This design comes from an exercise in tuning for small area and a short achievable clock period on the open sky130 flow, not from production work. RTL that was checked went through simulation tests only; none was proved equivalent to the original.

Setup of v31:
// mul_pipe_single
module mul_pipe_single #(
  parameter XLEN    = 32,
  parameter RD_BITS = 5,
  parameter TAG_W   = 4
) (
  input  wire                 clk,
  input  wire                 rst,
  input  wire                 EX_mul,
  input  wire [XLEN-1:0]      EX_mul_a,
  input  wire [XLEN-1:0]      EX_mul_b,
  input  wire [RD_BITS-1:0]   EX_mul_rd,
  input  wire [TAG_W-1:0]     EX_mul_tag,
  input  wire                 MEM_we,     
  input  wire                 MEM_jlx,    
  output wire                 mul_result_valid,
  output wire [XLEN-1:0]      mul_result,
  output wire [RD_BITS-1:0]   mul_rd,           
  output wire [TAG_W-1:0]     mul_result_tag,   
  output wire                 mul_busy,
  output wire [RD_BITS-1:0]   mul_busy_rd,
  output wire [TAG_W-1:0]     mul_busy_tag,
  output wire                 mul_wb_conflict_stall,
  output wire                 mul_issue_stall
);
make LEC_CHECK=0 CAP_MARGIN=20 CORE_MARGIN=2 CORE_UTILIZATION=40 SETUP_SLACK_MARGIN=5 SLEW_MARGIN=20 finish   # period 10.0 ns
run.sh (not shown) runs the stock make flow with config.mk's settings and CLKGATE_MAP_FILE= SYNTH_SCRIPT=/design/flow/synth_recipe.tcl, a recipe that flattens the netlist after the stock synthesis.
v31: done, clean on timing, DRC and antenna
For v26, these inputs were changed with respect to v31:
# v31
export LEC_CHECK = 0
export CAP_MARGIN = 20
export CORE_MARGIN = 2
export CORE_UTILIZATION = 40
export SETUP_SLACK_MARGIN = 5
export SLEW_MARGIN = 20
create_clock -name core_clock -period 10.0 [get_ports {clk}]
# v26
export LEC_CHECK = 0
export CAP_MARGIN = 20
export CORE_MARGIN = 2
export CORE_UTILIZATION = 40
export SLEW_MARGIN = 20
create_clock -name core_clock -period 10.0 [get_ports {clk}]
==> flow/flow/run.sh (new file) <==
#!/bin/bash
# Layout flow: the standard ORFS flow (standard.sh, unchanged synthesis), with
#  - port buffers made of plain buffers instead of the delay cells buffer_ports picks by default
set -euo pipefail
cd "$(dirname "$0")/.."
source flow/params.sh
export BUFFER_PORTS_ARGS
export SETUP_SLACK_MARGIN
bash standard.sh > standard.log 2>&1
==> flow/flow/params.sh (new file) <==
BUFFER_PORTS_ARGS="-buffer_cell sky130_fd_sc_hd__buf_2"
SETUP_SLACK_MARGIN=5.6
==> flow/standard.sh (new file) <==
#!/bin/bash
# synth_recipe.tcl (not shown) runs the flow's synth.tcl, then flattens the netlist and writes it again
# the make line also repeats each setting of config.mk as NAME=value (left out here)
make -C /OpenROAD-flow-scripts/flow DESIGN_CONFIG=/design/flow/config.mk WORK_HOME=/design/flow/orfs CLKGATE_MAP_FILE= SYNTH_SCRIPT=/design/flow/synth_recipe.tcl "${@:-finish}"
removed: flow/run.sh
## What came out
Between v31 and v26, the number of nets in the layout is lower for v31.
v26 reports its critical path class as register to register while v31 reports input pin to output pin.
Worst setup slack for v26: 170 ps up relative to v31
No functional check of the RTL was part of any run of this note.

========
## job 4100
Another version of the RTL of mul_pipe_single (not shown whole).
For scale: roughly 840 cells after synthesis, ~130 I/O pins, about 0.0085 mm^2 of cells after synthesis.
export LEC_CHECK = 0
export CAP_MARGIN = 20
export CORE_MARGIN = 2
export CORE_UTILIZATION = 40
export SLEW_MARGIN = 20
create_clock -name core_clock -period 10.0 [get_ports {clk}]
standard.sh (not shown) runs the stock make flow with config.mk's settings and CLKGATE_MAP_FILE= SYNTH_SCRIPT=/design/flow/synth_recipe.tcl, a recipe that flattens the netlist after the stock synthesis.
==> flow/flow/run.sh <==
#!/bin/bash
# Layout flow: the standard ORFS flow (standard.sh, unchanged synthesis), with
#  - after synthesis, flow/polarity.py flips full-adder cells (FA(~a,~b,~c) = ~FA(a,b,c))
#    so that fewer inverters are needed around them; registers are untouched
#  - port buffers made of plain buffers instead of the delay cells buffer_ports picks
set -euo pipefail
cd "$(dirname "$0")/.."
source flow/params.sh
export BUFFER_PORTS_ARGS
export SETUP_SLACK_MARGIN
R=orfs/results/sky130hd/mul_pipe_single/base
bash standard.sh synth > synth.log 2>&1
if [[ "${POLARITY:-1}" == 1 ]]; then
  cp $R/1_2_yosys.v $R/1_2_yosys.std.v
  python3 flow/polarity.py $R/1_2_yosys.std.v $R/1_2_yosys.v > polarity.log 2>&1
  rm -f $R/1_synth.odb
fi
bash standard.sh > standard.log 2>&1
==> flow/flow/params.sh <==
BUFFER_PORTS_ARGS="-buffer_cell sky130_fd_sc_hd__buf_1"
SETUP_SLACK_MARGIN=5.5
POLARITY=1
Other scripts of this flow, unchanged in this note and not shown: flow/flow/polarity.py
Job 4100 finished every stage and its layout cleared the timing, DRC and antenna checks.
The following lists how job 8928 was set up differently from job 4100:
==> flow/flow/params.sh <==
BUFFER_PORTS_ARGS="-buffer_cell sky130_fd_sc_hd__buf_1"
SETUP_SLACK_MARGIN=4.0
POLARITY=1
==> comparison <==
- Compared with job 4100, job 8928 has less setup slack.
- Of job 8928 and job 4100, the higher maximum number of pins on one net before global-route repair belongs to job 4100.
- Going from job 4100 to job 8928, the post-cts gate resize count was found to have gone down by 31.
- Summary: achievable frequency, job 8928 worse than job 4100
- [compare] base=job 4100 new=job 8928: detailed-route wire length fell 4.6%; critical path's largest stage delay went up 0.27 ns; HPWL after detailed placement went up; cell area decreased 690 um^2.
--- input diff job 8928..job 409 ---
Settings: putting CTS_BUF_LIST at sky130_fd_sc_hd__clkbuf_4 sky130_fd_sc_hd__clkbuf_8 where nothing was set.
==> flow/flow/params.sh <==
BUFFER_PORTS_ARGS="-buffer_cell sky130_fd_sc_hd__buf_1"
SETUP_SLACK_MARGIN=6.0
POLARITY=1
Notes after the runs:
Job 409 | stages: all done | timing, DRC, antenna: all pass
The fraction of area in registers number comes out higher for job 8928 vs job 409.
Comparing job 409 and job 8928, the higher non-filler instance count after layout is on job 409.
[compare] base=job 8928 new=job 409: wire length the detailed router placed on met1 increased about 2.6%, endpoint required time on the critical path about even, average wire length per cell after detail routing fell by 0.15 um, overall via count from detail_route went up about 3%, relative slew slack went down.
Relative to job 409, the following input files were edited for job 9985:
Settings: setting ABC_AREA to 1 for the first time; removing CTS_BUF_LIST (formerly sky130_fd_sc_hd__clkbuf_4 sky130_fd_sc_hd__clkbuf_8).
==> flow/flow/params.sh <==
BUFFER_PORTS_ARGS="-buffer_cell sky130_fd_sc_hd__buf_1"
SETUP_SLACK_MARGIN=5.0
POLARITY=1
### Flow results
Portion of the clock cycle consumed by the worst path in the final layout: job 9985 > job 409. Summary of job 9985 over job 409: met3 routing resource usage after global routing went up; worst setup slack after placement went down. Job 9985 vs job 409, instance count: job 9985 higher. Job 9985 vs job 409: worst setup slack down. Job 9985 vs. job 409: total detailed-routing wirelength up 1.9 mm, clock insertion delay at the later pin of the skew report fell by 0.03 ns, global-route usage went up. Total of plain and repair buffers excluding clock buffers down 57 in job 9985 wrt job 409.

## afterwards: timing with drivers on the ports
The results above use ideal ports. As a check the final layouts listed here were re-extracted and re-timed, cells and wires unchanged. Step 1 assumes that a clkbuf_16 drives the clock port and a buf_2 every other input. Step 2 moves the port delays by t, midway between the first and last clock arrival at a register: inputs arrive t later, outputs are due t later. That takes back most of the time a late clock gives input paths. a / b / c = ideal ports / drivers / drivers and shift; a / b = the first two.
| run | t (ns) | setup WS [ns] | hold WS [ns] | clock arrival spread, ns | cell pins on the clock port's net |
|---|---|---|---|---|---|
| v31 | 0.407 | 5.117 / 5.094 / 5.094 | 0.447 / 0.447 / 0.447 | 0.012 / 0.012 | 1 |
| v26 | 0.401 | 5.286 / 5.286 / 5.286 | 0.437 / 0.437 / 0.437 | 0.009 / 0.009 | 1 |
| job 4100 | 0.410 | 5.434 / 5.434 / 5.434 | 0.466 / 0.466 / 0.466 | 0.012 / 0.011 | 1 |
| job 8928 | 0.406 | 4.555 / 4.555 / 4.555 | 0.465 / 0.465 / 0.465 | 0.017 / 0.016 | 1 |
| job 409 | 0.432 | 5.492 / 5.492 / 5.492 | 0.477 / 0.477 / 0.477 | 0.018 / 0.018 | 1 |
| job 9985 | 0.406 | 5.255 / 5.255 / 5.255 | 0.481 / 0.481 / 0.481 | 0.018 / 0.018 | 1 |
After both steps setup and hold are still met in every run listed. For v31, which loses most, drivers alone change the setup slack by -0.023 ns; drivers and shift together by -0.023 ns.
